From an optimization exercise on the open Yosys and OpenROAD flow, aimed at a short achievable clock period and few clock cycles; shortcuts taken in it are not production practice.
In this exercise RTL edits were held to simulation tests only and were not proved equivalent to the original.
No driver is modelled on the clock port, so clocking that relies on it looks cheaper here than on a real chip.

// cpu
module cpu(
	input wire clk,
	input wire rstn,
	output wire[15:0] inst_addr,
	input wire[31:0] inst_data,
	output wire[18:0] mem_addr,
	output wire[31:0] mem_wdata,
	input wire[31:0] mem_rdata,
	output wire mem_enable,
	output wire[3:0] mem_wea,
	output wire uart_wenable,
	input wire uart_wdone,
	output wire[31:0] uart_wd,
	output wire uart_renable,
	input wire uart_rdone,
	input wire[31:0] uart_rd
);
export LEC_CHECK = 0
export CAP_MARGIN = 35
export CORE_MARGIN = 2
export CORE_UTILIZATION = 40
export SLEW_MARGIN = 35
export SYNTH_HIERARCHICAL = 1
create_clock -name core_clock -period 25.0 [get_ports {clk}]
standard.sh (not shown) runs the stock make flow with config.mk's settings and CLKGATE_MAP_FILE= SYNTH_SCRIPT=/design/flow/synth_recipe.tcl, a recipe that flattens the netlist after the stock synthesis.
==> flow/flow/run.sh <==
#!/bin/bash
# Layout flow: the standard synthesis, then the standard ORFS steps with
# their timing repair asked to reach below the clock period (a setup margin;
# the SDC, clock and I/O constraints are the standard flow's, unchanged), without gate
# cloning (its clones can leave small slew/capacitance violations after
# routing), with the port buffers made of ordinary buffers (sizable by the
# repair) rather than delay cells, and with more antenna-repair passes after
# detailed routing.
# Each step's output goes to a log of its own in the work folder.
set -euo pipefail
KNOBS=(SETUP_SLACK_MARGIN=${MARGIN:-18.3} TNS_END_PERCENT=${TNS:-30} SKIP_GATE_CLONING=1
       MAX_REPAIR_ANTENNAS_ITER_DRT=12 "BUFFER_PORTS_ARGS=-buffer_cell sky130_fd_sc_hd__buf_4")
bash standard.sh synth > flow_1_synth.log 2>&1
bash standard.sh "${KNOBS[@]}" floorplan > flow_2_floorplan.log 2>&1
bash standard.sh "${KNOBS[@]}" place > flow_3_place.log 2>&1
bash standard.sh "${KNOBS[@]}" cts > flow_4_cts.log 2>&1
bash standard.sh "${KNOBS[@]}" grt > flow_5_grt.log 2>&1
bash standard.sh "${KNOBS[@]}" finish > flow_6_route_finish.log 2>&1
Testbench counts at the start, summed over its fixed seeds: cycles 118,261.
==> next run, changes <==
--- a/flow/design.v
+++ b/flow/design.v
@@ -2158,35 +2158,46 @@
 		sl_br <= c_br;
 		sl_tk <= taken;
 		sl_nb <= !eq_btgt;
 		sl_n4 <= !eq_pc4;
 		sl_nr <= !eq_rtgt;
 		sl_btgt <= btgt;
 		sl_pc4 <= pc4;
 		sl_rtgt <= rtgt;
 		if (uart_rdone) uart_data <= uart_rd;
 		if (iw_v[0] && iw_r[0] != 5'd0) rf[{1'b0, iw_r[0]}] <= iwb;
 		if (fw_v[0]) rf[{1'b1, fw_r[0]}] <= fwb;
-		ex_fn <= fn;
-		ex_a <= (c_jal || c_jalr) ? pc4 : c_in ? uart_data : a_cap;
-		ex_b <= b_imm ? immv : b_cap;
-		mu_a <= src == S_MUL ? a_capi : 32'h0;
-		mu_b <= src == S_MUL ? b_capi : 32'h0;
-		cv_a <= (src == S_FTOI || src == S_ITOF || src == S_FLOOR) ? a_cap : 32'h0;
-		fa_a <= src == S_FADD ? a_capf : 32'h0;
-		fa_b <= src != S_FADD ? 32'h0 : c_fsub ? {~b_capf[31], b_capf[30:0]} : b_capf;
-		fm_a <= src == S_FMUL ? a_capf : 32'h0;
-		fm_b <= src != S_FMUL ? 32'h0 : fdiv_hit ? rc_hit_val : b_capf;
-		fd_a <= src == S_FDIV ? a_capf : 32'h0;
-		fd_b <= pf_go ? (fw_e[0] ? ld_hold : mem_rdata) : src == S_FDIV ? b_capf : 32'h0;
-		sq_a <= src == S_SQRT ? a_capf : 32'h0;
+		if (d_ok && src == S_ALU) begin
+			ex_fn <= fn;
+			ex_a <= (c_jal || c_jalr) ? pc4 : c_in ? uart_data : a_cap;
+			ex_b <= b_imm ? immv : b_cap;
+		end
+		if (d_ok && src == S_MUL) begin
+			mu_a <= a_capi;
+			mu_b <= b_capi;
+		end
+		if (d_ok && (src == S_FTOI || src == S_ITOF || src == S_FLOOR)) cv_a <= a_cap;
+		if (d_ok && src == S_FADD) begin
+			fa_a <= a_capf;
+			fa_b <= c_fsub ? {~b_capf[31], b_capf[30:0]} : b_capf;
+		end
+		if (d_ok && src == S_FMUL) begin
+			fm_a <= a_capf;
+			fm_b <= fdiv_hit ? rc_hit_val : b_capf;
+		end
+		if (pf_go) fd_b <= fw_e[0] ? ld_hold : mem_rdata;
+		else if (d_ok && src == S_FDIV) begin
+			fd_a <= a_capf;
+			fd_b <= b_capf;
+		end
+		if (d_ok && src == S_SQRT) sq_a <= a_capf;
 		fast_tgt <= fast_next;
 		push_idx <= ras_sp;
 		push_val <= f1_seq;
 		mem_addr_r <= el_go ? el_addr : agu;
 		mem_wdata_r <= b_cap;
 		uart_wd_r <= a_capi;
 		ia_n <= ~f1_pc_n[17:2];
 		if (issue && c_jal) ras_a[ras_ap] <= pc4;
 		pu_pi <= bu_pi;
 		pu_taken <= bu_taken;
 		bu_idx <= d_bi;
What happened:
- flip-flop and latch count decreases by 1
- worst setup slack is worse by 0.044 ns
- first-iteration DRC count decreases by 2.2%
- maximum frequency decreases by 0.62%
- final area increases by 0.50%
- wire length increases by 0.45%
Testbench counts after the change, summed over its fixed seeds: cycles 118,261.

cpu, a different RTL version from the one above (not shown whole).
Size: about 210 I/O pins, ~630,000 um2 of cells after synthesis.
clock: 25.0 ns
lec_check: 0
cap_margin: 35
core_margin: 2
core_utilization: 40
slew_margin: 35
synth_hierarchical: 1
==> flow/flow/run.sh <==
#!/bin/bash
# Layout flow: the standard synthesis, then the standard ORFS steps with
# their timing repair asked to reach below the clock period (a setup margin;
# the SDC, clock and I/O constraints are the standard flow's, unchanged), without gate
# cloning (its clones can leave small slew/capacitance violations after
# routing), with the port buffers made of ordinary buffers (sizable by the
# repair) rather than delay cells, with each output port's buffer moved next
# to the cell driving it before detailed placement (flow/move_out_bufs.tcl),
# and with more antenna-repair passes after detailed routing.
# Each step's output goes to a log of its own in the work folder.
set -euo pipefail
KNOBS=(SETUP_SLACK_MARGIN=${MARGIN:-18.3} TNS_END_PERCENT=${TNS:-100} SKIP_GATE_CLONING=1
       MAX_REPAIR_ANTENNAS_ITER_DRT=12 "BUFFER_PORTS_ARGS=-buffer_cell sky130_fd_sc_hd__buf_4"
       "PRE_DETAIL_PLACE_TCL=$PWD/flow/move_out_bufs.tcl")
bash standard.sh synth > flow_1_synth.log 2>&1
bash standard.sh "${KNOBS[@]}" floorplan > flow_2_floorplan.log 2>&1
bash standard.sh "${KNOBS[@]}" place > flow_3_place.log 2>&1
bash standard.sh "${KNOBS[@]}" cts > flow_4_cts.log 2>&1
bash standard.sh "${KNOBS[@]}" grt > flow_5_grt.log 2>&1
bash standard.sh "${KNOBS[@]}" finish > flow_6_route_finish.log 2>&1
==> flow/flow/move_out_bufs.tcl <==
# Run before detailed placement (PRE_DETAIL_PLACE_TCL): move each output
# port's buffer next to the cell that drives it, so that the buffer, not the
# driving flip-flop, drives the long wire to the pin.  Detailed placement then
# legalizes the moved buffers.
set block [ord::get_db_block]
set n 0
foreach bt [$block getBTerms] {
  if {[$bt getIoType] != "OUTPUT"} continue
  set net [$bt getNet]
  if {$net == "NULL"} continue
  set bufi ""
  foreach it [$net getITerms] { if {[$it isOutputSignal]} { set bufi [$it getInst] } }
  if {$bufi == ""} continue
  set srci ""
  foreach it [$bufi getITerms] {
    if {[$it isInputSignal]} {
      set in [$it getNet]
      if {$in == "NULL"} continue
      foreach it2 [$in getITerms] { if {[$it2 isOutputSignal]} { set srci [$it2 getInst] } }
    }
  }
  if {$srci == ""} continue
  set loc [$srci getLocation]
  $bufi setLocation [lindex $loc 0] [lindex $loc 1]
  incr n
}
puts "move_out_bufs: moved $n output buffers"
Testbench counts at the start, summed over its fixed seeds: cycles 117,533.
Edit:
--- a/flow/design.v
+++ b/flow/design.v
@@ -1673,43 +1673,47 @@
   output reg [31:0] q
 );
   wire sign_s = s[31];
   wire [7:0] exponent_s = s[30:23];
   wire [22:0] mantissa_s = s[22:0];
   wire [7:0] e127 = exponent_s > 8'd127 ? exponent_s - 8'd127 : 8'd0;
   wire [7:0] k = 8'd23 - e127;
   wire [22:0] low = ~(23'h7fffff << k[4:0]);           
-  wire [22:0] por;
-  wire [23:0] sand;
-  assign sand[23] = 1'b1;
-  genvar j;
-  generate
-    for (j = 0; j < 23; j = j + 1) begin : ps
-      assign por[j] = |mantissa_s[j:0];
-      assign sand[j] = &mantissa_s[22:j];
-    end
-  endgenerate
-  wire frac = k[4:0] == 5'd0 ? 1'b0 : por[k[4:0] - 5'd1];
-  wire flag = frac && sign_s;
-  wire [22:0] up = mantissa_s | low;
-  wire [22:0] up1 = up + 23'd1;
-  wire [22:0] mantissa_d = flag ? up1 : mantissa_s & ~low;
-  wire carry = flag && sand[k[4:0]];
-  wire [7:0] exponent_d = carry ? exponent_s + 8'd1 : exponent_s;
+  wire flag = |(mantissa_s & low) && sign_s;
+  wire [23:0] inc = {23'b0, flag} << k[4:0];
   wire d_is_s = e127 >= 8'd24;
   wire d_is_zero = (exponent_s <= 8'd126) && ~sign_s;
   wire d_is_minuszero = (exponent_s == 8'd0) && sign_s;
   wire d_is_minusone = (exponent_s <= 8'd126) && sign_s;
-  assign d =
+  wire [1:0] sel =
+    d_is_s ? 2'd0 :
+    d_is_zero ? 2'd1 :
+    (d_is_minuszero || d_is_minusone) ? 2'd2 : 2'd3;
+  wire [31:0] spec_d =
     d_is_s ? s :
     d_is_zero ? 32'd0 :
-    d_is_minuszero ? {1'b1, 31'b0} :
-    d_is_minusone ? {1'b1, 8'd127, 23'b0} :
-    {sign_s, exponent_d, mantissa_d};
+    d_is_minuszero ? {1'b1, 31'b0} : {1'b1, 8'd127, 23'b0};
+  reg [22:0] hi_2, inc_2;
+  reg [31:0] spec_2;
+  reg norm_2, sign_2, mnz_2;
+  reg [7:0] exp_2;
+  always @(posedge clk) begin
+    hi_2 <= mantissa_s & ~low;
+    inc_2 <= inc[22:0];
+    spec_2 <= spec_d;
+    norm_2 <= sel == 2'd3;
+    sign_2 <= sign_s;
+    mnz_2 <= mantissa_s != 23'd0;
+    exp_2 <= exponent_s;
+  end
+  wire [22:0] mantissa_d = hi_2 + inc_2;
+  wire carry = sign_2 && mnz_2 && (mantissa_d == 23'd0);
+  wire [7:0] exponent_d = exp_2 + {7'd0, carry};
+  assign d = norm_2 ? {sign_2, exponent_d, mantissa_d} : spec_2;
   always @(posedge clk) q <= d;
 endmodule
 `default_nettype none
 module cpu(
 	input wire clk,
 	input wire rstn,
 	output wire[15:0] inst_addr,
 	input wire[31:0] inst_data,
@@ -1757,17 +1761,17 @@
 	localparam OP_BNE   = 6'b10_1100;
 	localparam OP_BLE   = 6'b10_1110;
 	localparam OP_BEQF  = 6'b01_1100;
 	localparam OP_BLTF  = 6'b01_1101;
 	localparam OP_OUTB  = 6'b00_1110;
 	localparam OP_INF   = 6'b11_1111;
 	localparam OP_IN    = 6'b00_1111;
 	localparam N_ITOF  = 2;
-	localparam N_FLOOR = 1;
+	localparam N_FLOOR = 2;
 	localparam N_MUL   = 2;
 	localparam N_FADD  = 3;
 	localparam N_FMUL  = 2;
 	localparam N_FDIV  = 9;
 	localparam N_SQRT  = 9;
 	localparam KM = 10;       
 	localparam S_ALU = 4'd0, S_MUL = 4'd1, S_FTOI = 4'd2, S_ITOF = 4'd3, S_MEM = 4'd4,
 	           S_FADD = 4'd5, S_FMUL = 4'd6, S_FDIV = 4'd7, S_SQRT = 4'd8, S_FLOOR = 4'd9;
The new run completed without violations.
Synthesized area hardly moves.
Critical path depth stays the same.
Routed wire length goes down by 2.5%.
Setup slack is worse by 0.061 ns.
First-iteration DRC count goes down by 0.31%.
Core utilization stays flat.
Non-clock buffer count went down by 31.
Design area is about the same.
Sequential share of layout area is higher by 0.22 points.
Global-route usage shrinks by 0.69 points.
Clock-buffer cell count grows by 22.
Via count went down by 0.32%.
Testbench counts after the change, summed over its fixed seeds: cycles 118,301.

the previous run:
cpu, a different RTL version from the one above (not shown whole).
Size: ~56,000 cells after synthesis, roughly 210 I/O pins.
// cpu
module cpu(
	input wire clk,
	input wire rstn,
	output wire[15:0] inst_addr,
	input wire[31:0] inst_data,
	output wire[18:0] mem_addr,
	output wire[31:0] mem_wdata,
	input wire[31:0] mem_rdata,
	output wire mem_enable,
	output wire[3:0] mem_wea,
	output wire uart_wenable,
	input wire uart_wdone,
	output wire[31:0] uart_wd,
	output wire uart_renable,
	input wire uart_rdone,
	input wire[31:0] uart_rd
);
clock: 25.0 ns
lec_check: 0
cap_margin: 35
core_margin: 2
core_utilization: 40
slew_margin: 35
synth_hierarchical: 1
Scripts as last shown in full above: flow/flow/run.sh, flow/flow/move_out_bufs.tcl
Testbench counts of the previous run, summed over its fixed seeds: cycles 117,533.
## Diff of input files: the current run against the previous run
--- a/flow/design.v
+++ b/flow/design.v
@@ -2051,14 +2051,15 @@
 	reg [31:0] sl_btgt, sl_pc4, sl_rtgt;
 	wire mis_r = sl_v && (sl_br ? (sl_tk ? sl_nb : sl_n4) : sl_nr);
 	wire [31:0] tgt_r = sl_br ? (sl_tk ? sl_btgt : sl_pc4) : sl_rtgt;
 	reg fast_r;
 	reg [31:0] fast_tgt;
 	wire d_ok = d_valid && !mis_r && !fast_r;
 	wire issue = d_ok && !stall;
+	wire [2:0] ras_ap_n = c_jal ? ras_ap + 3'd1 : ras_ap - 3'd1;    
 	reg [KM:1] pf_younger;
 	integer jp;
 	always @* begin
 		for (jp = 1; jp <= KM; jp = jp + 1) pf_younger[jp] = fw_v[jp] && fw_r[jp] == fw_r[0];
 	end
 	wire [5:0] pf_key = {1'b1, fw_r[0]};
 	wire pf_busy = fl_v[1] && fl_p[1] || fl_v[2] && fl_p[2] || fl_v[3] && fl_p[3] || fl_v[4] && fl_p[4] ||
@@ -2195,15 +2196,15 @@
 		fast_tgt <= fast_next;
 		push_idx <= ras_sp;
 		push_val <= f1_seq;
 		mem_addr_r <= el_go ? el_addr : agu;
 		mem_wdata_r <= b_cap;
 		uart_wd_r <= a_capi;
 		ia_r <= !rstn ? 16'hffff : f1_pc_n[17:2];
-		if (issue && c_jal) ras_a[ras_ap] <= pc4;
+		if (d_ok && c_jal) ras_a[ras_ap] <= pc4;
 		pu_pi <= bu_pi;
 		pu_taken <= bu_taken;
 		pu_npi <= bu_new_lh ^ {1'b0, bu_idx};
 		pu_idx <= bu_idx;
 		if (pu_b) btb_pl[pu_idx] <= pu_npht[1];
 		bu_idx <= d_bi;
 		bu_lhd <= btb_lh[d_bi];
@@ -2306,16 +2307,15 @@
 					q_cnt <= q_cnt + {2'b0, f2_valid};
 				end
 			end
 			if (mis_r || fast_r) ras_sp <= ras_ap;
 			else if (!redirect && f1_valid && f1_push) ras_sp <= ras_sp + 3'd1;
 			else if (!redirect && f1_valid && f1_pop) ras_sp <= ras_sp - 3'd1;
 			push_r <= !redirect && f1_valid && f1_push;
-			if (issue && c_jal) ras_ap <= ras_ap + 3'd1;
-			else if (issue && c_jalr) ras_ap <= ras_ap - 3'd1;
+			if (issue && (c_jal || c_jalr)) ras_ap <= ras_ap_n;
 			bu_v <= issue && (c_br || c_j || c_jalr);
 			if (bu_v) btb_v[bu_idx] <= 1'b1;
 			pu_v <= bu_v && bu_hit;
 			pu_b <= bu_v;
 			if (pu_v) pht[pu_pi] <= cnt(pu_pht, pu_taken);
 			for (j = 1; j < 8; j = j + 1) begin
 				fl_v[j + 1] <= fl_v[j] && !(issue && wr_eff && w_key == fl_k[j]);
[summary]
- On worst clock skew, the previous run loses to the current run.
- The final cell count in the current run sits about 0.43% below the value recorded for the previous run.
- [compare] base=the previous run new=the current run: worst hold slack essentially unchanged, sequential cell count roughly the same, post-detailed-route wirelength per cell moved down.
- Measured against each other, the previous run and the current run differ in global-route wire length before repair, the higher figure coming from the previous run.
- Comparing the previous run with the current run, the initial core utilization came out essentially unchanged.
- For the aggregate global-route resource usage, the current run came in 0.62 points lower than the previous run did.
- On the current run: wire length is 2.2% lower than what the previous run gave.
- Between the current run and the previous run, the post-route fraction of the period consumed by the critical path figures differ only marginally.
Testbench counts of the current run, summed over its fixed seeds: cycles 117,533.

what the ideal ports hide:
No port has a modelled driver above. Below, the same layouts with a new extraction and two added sets of constraints.
Step 1 sets driving cells, clkbuf_16 on the clock port and buf_2 on the other inputs (assumed; they add their load-dependent delay and slew).
Step 2, shift: input delay + t, output delay - t, t = (earliest + latest rising clock arrival at the registers) / 2. This alone moves slack from input paths to output paths.
Three values: ideal, step 1, step 2; two values: the first two.
run | shift t [ns] | slack for setup (ns) | pins driven straight from the clock port
the first run of note 1 | 1.445 | 17.924 / 17.738 / 16.772 | 1
the second run of note 1 | 1.454 | 17.880 / 17.672 / 16.540 | 1
the first run of note 2 | 1.423 | 18.146 / 17.949 / 17.079 | 1
the second run of note 2 | 1.440 | 18.085 / 17.889 / 17.050 | 1
the previous run | 1.444 | 18.100 / 17.908 / 16.964 | 1
the current run | 1.439 | 18.071 / 17.877 / 16.737 | 1
After both steps every run listed still meets setup and hold. For the second run of note 1, which loses most, drivers alone change the setup slack by -0.208 ns; drivers and shift together by -1.340 ns.
